From an optimization exercise on the open Yosys and OpenROAD flow, aimed at small area, a short achievable clock period and few clock cycles per item; shortcuts taken in it are not production practice. Function was checked by simulation only, so behaviour that the tests miss may differ from the original.

[design.v]
`timescale 1ns/1ps
module accel_top #(
  parameter int N = 4,
  parameter int W = 32
)(
  input  logic clk,
  input  logic rst_n,
  input  logic start,                  
  input  logic [N*W-1:0] a_in,         
  input  logic [N-1:0]   a_valid,
  input  logic [N*W-1:0] b_in,         
  input  logic [N-1:0]   b_valid,
  output logic [N*N*W-1:0] result_flat
);
  logic [N*N*W-1:0] A_right;
  logic [N*N*W-1:0] B_down;
  logic [N*N*W-1:0] acc;
  logic [N*N-1:0]   validA;
  logic [N*N-1:0]   validB;
  genvar gi, gj;
  generate
    for (gi=0; gi<N; gi++) begin : row
      for (gj=0; gj<N; gj++) begin : col
        localparam int IDX = gi*N + gj;
        logic [W-1:0] a_next, b_next;
        logic         va_next, vb_next;
        if (gj == 0) begin : a_edge
          assign a_next  = a_in[gi*W +: W];
          assign va_next = a_valid[gi];
        end else begin : a_mid
          assign a_next  = A_right[(IDX-1)*W +: W];
          assign va_next = validA[IDX-1];
        end
        if (gi == 0) begin : b_edge
          assign b_next  = b_in[gj*W +: W];
          assign vb_next = b_valid[gj];
        end else begin : b_mid
          assign b_next  = B_down[(IDX-N)*W +: W];
          assign vb_next = validB[IDX-N];
        end
        always_ff @(posedge clk or negedge rst_n) begin
          if (!rst_n) begin
            A_right[IDX*W +: W] <= '0;
            B_down[IDX*W +: W]  <= '0;
            validA[IDX]         <= 1'b0;
            validB[IDX]         <= 1'b0;
            acc[IDX*W +: W]     <= '0;
          end else begin
            A_right[IDX*W +: W] <= a_next;
            B_down[IDX*W +: W]  <= b_next;
            validA[IDX]         <= va_next;
            validB[IDX]         <= vb_next;
            if (start)
              acc[IDX*W +: W] <= '0;
            else if (validA[IDX] && validB[IDX])
              acc[IDX*W +: W] <= acc[IDX*W +: W] +
                                 A_right[IDX*W +: W] * B_down[IDX*W +: W];
          end
        end
      end
    end
  endgenerate
  assign result_flat = acc;
endmodule
`timescale 1ns/1ps
module accel_pcpi_wrapper #(
  parameter int N = 4,
  parameter int W = 32
)(
  input  logic clk,
  input  logic rst_n,
  input  logic start_req,
  input  logic [N*N*W-1:0] memA,
  input  logic [N*N*W-1:0] memB,
  output logic done,
  output logic [N*N*W-1:0] result_flat
);
  typedef enum logic [0:0] {IDLE, STREAM} state_t;
  state_t state;
  localparam int STEPS = 3*N - 1;    
  localparam int PW    = $clog2(STEPS);
  logic [PW-1:0] ptr;
  logic start_pulse;
  logic [N*W-1:0] a_in, b_in;
  logic [N-1:0]   a_valid, b_valid;
  assign start_pulse = (state == IDLE) && start_req;
  always_ff @(posedge clk or negedge rst_n) begin
    if (!rst_n) begin
      state <= IDLE;
      ptr   <= '0;
      done  <= 1'b0;
    end else begin
      done <= 1'b0;
      case (state)
        IDLE: begin
          ptr <= '0;
          if (start_req)
            state <= STREAM;
        end
        STREAM: begin
          ptr <= ptr + 1'b1;
          if (ptr == PW'(STEPS-1)) begin
            state <= IDLE;
            done  <= 1'b1;
          end
        end
        default: state <= IDLE;
      endcase
    end
  end
  genvar g;
  generate
    for (g=0; g<N; g++) begin : feed
      logic [W-1:0] a_sel, b_sel;
      logic         a_ok,  b_ok;
      always_comb begin
        a_sel = '0;
        b_sel = '0;
        a_ok  = 1'b0;
        b_ok  = 1'b0;
        for (int kk=0; kk<N; kk++) begin
          if (state == STREAM && ptr == PW'(g+kk)) begin
            a_sel = memA[(g*N+kk)*W +: W];
            b_sel = memB[(kk*N+g)*W +: W];
            a_ok  = 1'b1;
            b_ok  = 1'b1;
          end
        end
      end
      assign a_in[g*W +: W] = a_sel;
      assign b_in[g*W +: W] = b_sel;
      assign a_valid[g]     = a_ok;
      assign b_valid[g]     = b_ok;
    end
  endgenerate
  accel_top #(.N(N),.W(W)) core (
    .clk(clk), .rst_n(rst_n),
    .start(start_pulse),
    .a_in(a_in), .a_valid(a_valid),
    .b_in(b_in), .b_valid(b_valid),
    .result_flat(result_flat)
  );
endmodule
[run.sh]
#!/bin/bash
# synth_recipe.tcl (not shown) runs the flow's synth.tcl, then flattens the netlist and writes it again
# the make line also repeats each setting of config.mk as NAME=value (left out here)
make -C /OpenROAD-flow-scripts/flow DESIGN_CONFIG=/design/flow/config.mk WORK_HOME=/design/flow/orfs CLKGATE_MAP_FILE= SYNTH_SCRIPT=/design/flow/synth_recipe.tcl finish
[config.mk]
export PLATFORM = sky130hd
export DESIGN_NAME = accel_pcpi_wrapper
export DESIGN_NICKNAME = accel_pcpi_wrapper
export VERILOG_FILES = /design/flow/design.v
export SDC_FILE = /design/flow/constraint.sdc
export NUM_CORES = 8
export LEC_CHECK = 0
export CAP_MARGIN = 20
export CORE_MARGIN = 2
export CORE_UTILIZATION = 40
export SLEW_MARGIN = 20
[constraint.sdc]
create_clock -name core_clock -period 10.0 [get_ports {clk}]
set_input_delay 2.0000 -clock core_clock [delete_from_list [all_inputs] [get_ports {clk}]]
set_output_delay 2.0000 -clock core_clock [all_outputs]
set_load 0.01 [all_outputs]
==> summary.txt <==
==> cells in the mapped netlist (68+ instances only) <==
library cell	instances	share of area, %
sky130_fd_sc_hd__o21a_1	69	0.16
sky130_fd_sc_hd__nor3_1	77	0.12
sky130_fd_sc_hd__xor2_1	343	0.94
sky130_fd_sc_hd__nand2_1	4060	4.8
sky130_fd_sc_hd__clkbuf_1	1580	1.9
sky130_fd_sc_hd__buf_1	87	0.10
sky130_fd_sc_hd__fa_1	7008	44
sky130_fd_sc_hd__nor2_1	457	0.54
sky130_fd_sc_hd__a21o_1	195	0.46
sky130_fd_sc_hd__a221oi_1	120	0.33
sky130_fd_sc_hd__inv_1	7890	9.3
sky130_fd_sc_hd__xnor2_1	1022	2.8
sky130_fd_sc_hd__dfrtp_1	1558	12
sky130_fd_sc_hd__a221o_1	132	0.41
sky130_fd_sc_hd__a21oi_1	485	0.76
sky130_fd_sc_hd__a22o_1	71	0.20
sky130_fd_sc_hd__and2_1	5104	10
sky130_fd_sc_hd__o22ai_1	68	0.13
sky130_fd_sc_hd__o21ai_0	667	1.0
sky130_fd_sc_hd__nand2b_1	72	0.14
sky130_fd_sc_hd__ha_1	1988	7.8
sky130_fd_sc_hd__nand3_1	72	0.11
sky130_fd_sc_hd__mux2i_1	88	0.28
==> flip-flops by register name, indices dropped and copies added (netlist names) <==
register / flops
core.A_right: 512
core.B_down: 512
core.acc: 512
core.validA: 9
core.validB: 7
ptr: 4
done: 1
state: 1
==> final timing paths <==
path	slack [ns]	start	to
setup / recovery	1.55	core.B_down[352]	core.acc[383]
hold / removal	0.39	core.B_down[365]	core.B_down[493]
setup reg to reg	1.55	core.B_down[352]	core.acc[383]
hold reg to reg	0.39	core.B_down[365]	core.B_down[493]
max in group asynchronous	6.76	rst_n	core.B_down[97]
min in group asynchronous	0.90	rst_n	core.acc[495]
==> area by class of cell <==
cell class | count | area, µm²
fillers | 76500 | 439000
multi-input cells | 22700 | 244000
flip-flops and latches | 1558 | 39100
inverters | 7891 | 29600
repair buffers | 2164 | 20400
well taps | 10500 | 13200
clock buffers | 264 | 5850
clock inverters | 146 | 1740
diodes | 293 | 733
==> through the flow <==
step	hold WS (ns)	utilization [%]	area, µm²	setup slack (ns)
after CTS	0.387	44.6	354000	1.58
final	0.389	44.7	355000	1.55
after detailed placement	0.377	43.6	346000	1.59
after global routing	0.413	44.7	355000	1.22
after global placement	0.371	43.6	346000	1.57
after floorplan	0.352	-	319000	2.77
==> cells by family after synthesis <==
group / after synthesis / share of synthesized area (%)
AO/OA/AOI/OAI: 2188 / 4.49
XOR/XNOR: 1365 / 3.75
adder cells (fa/ha/maj): 8996 / 51.8
buffers and inverters: 9558 / 11.3
flip-flops: 1558 / 12.2
multiplexers: 92 / 0.290
AND/OR/NAND/NOR: 10100 / 16.2
==> routing by layer <==
layer | track usage (%) | vias up
met5 | 0 | -
met4 | 20.0 | 32
met3 | 5.61 | 2375
met2 | 49.9 | 9474
met1 | 36.7 | 124000
li1 | - | 100000
==> summary.txt <==
clock tree from TritonCTS=done; RSZ-0062 raised after global routing=no; largest net degree at the start of global routing=163; mean cell area of the mapped netlist=9.43 µm²; fin nets=44,600; Slowest cell on crit path=sky130_fd_sc_hd__dfrtp_1; number of I/O port buffers=1,539; post-synth design cell area=319,000 µm²; floorplan die width=897 µm; met2 wire len=567 mm; Fin Setup TNS=0 ns; sequential element share of the synthesized area=12.2%; root cell of the clock tree=sky130_fd_sc_hd__clkbuf_16; routed metal-1 wirelength=450 mm; wire length of the first global-routing pass=1790 mm; Crit Path Max Fanout=9; latest clock arrival within the worst-skew pair=1.07 ns; count of flip-flops with a built-in enable after synthesis=0; Starting Density=40.2%; setup bufs post-CTS=0; shortest clock period the worst path allows after layout=8.45 ns; number of violations reported at the end of detailed-routing iteration 0=16,700; highest routed layer=met5; final routed wire length divided by cell count=26.5 µm; number of buffers created by CTS=222; Unique masters post-synth=81; Synth Net Count=43,900; period utilization=84.5%; highest clock frequency the design can meet=0.118 GHz; via count of the first global-routing pass=262,000; transition time at the pin with the least slew margin=1.22 ns; number of register bits inferred by synthesis=1,558; result of the run=timing/DRC/antenna clean; total global routing overflow=0; Total Routed Length=1210 mm; cells after synthesis=33,800; placeable core area=794,000 µm²; drt via density=5.18; leading cell types in the layout, fill and taps excluded=sky130_fd_sc_hd__inv_1 (7,890), sky130_fd_sc_hd__fa_1 (7,008), sky130_fd_sc_hd__and2_1 (5,099); Synth Flop Type=sky130_fd_sc_hd__dfrtp_1; clock-pin slew on the worst setup and hold paths=0.07 ns; type of destination of the critical path=flip-flop; most used cell, CP=sky130_fd_sc_hd__fa_1; CTS H-tree lvls=4; standard-cell rows=327; number of warnings issued by yosys=2; cts-stage hold buffer count=0; Post-CTS Resized=0; gp weighted congestion=0.986; initial antenna violation count=144; GRT Total Usage=30.4%; final setup violation count=0; type of the worst setup path=reg2reg; number of standard cells in the layout, taps in and fillers out=45,600; worst rel slew slack=18.6%; y dimension of the die=897 µm; antenna-violating nets left=0; Crit. path cell count=26; First-pass DRT Iterations=8; final hold viol count=0; kind of cell adding the most delay to the critical path=adder cells; P&R area growth vs syn=11.3%; TritonCTS sink count=1,558; required time at the worst-slack endpoint=10.92 ns; post-detail-place hpwl=984 mm; max capacitance violation total=0; data arrival time at the worst-slack endpoint=9.37 ns; maximum single-stage delay on the critical path=0.76 ns; async set or reset register ratio after synthesis=100%; critical path buffer and inverter count=6; startpoint type of the worst setup path=flip-flop; depth of the most critical reg-to-reg path=26; maximum root-to-sink buffer count=4; most common cell after layout, fill and taps aside=sky130_fd_sc_hd__inv_1; WL met3=88.7 mm; number of I/O pins=1,540; full die area=804,000 µm²; total vias in the final route=236,000; fraction of layout cells with a size suffix above 1=3.30%; number of pins with negative max-slew slack in the final report=0; Cells on Worst Hold Path=0; Worst Clk Skew=0.0918 ns; # placed instances=44,900; number of design rule violations left after detail routing=0; Hold WC Path Type=reg2reg
Testbench counts, summed over its fixed seeds: cycles 4,616, items 384.

==> port drivers added, routing unchanged <==
The flow's constraints put no driver on any port. The routed layout listed below was extracted and timed again, unchanged, in two steps.
Step 1: set_driving_cell puts a clkbuf_16 on clk and a buf_2 on each other input, an assumption about the parent block.
Step 2 moves the port delays by t, midway between the first and last clock arrival at a register: inputs arrive t later, outputs are due t later. That takes back most of the time a late clock gives input paths.
a / b / c = no drivers / after step 1 / after step 2; a / b = the first two.
t (ns): 1.188
slack for setup (ns): 1.554 / 1.554 / 1.554
pins driven straight from the clock port: 1
After both steps this run still meets setup and hold. For this run, drivers alone change the setup slack by 0.000 ns; drivers and shift together by 0.000 ns.
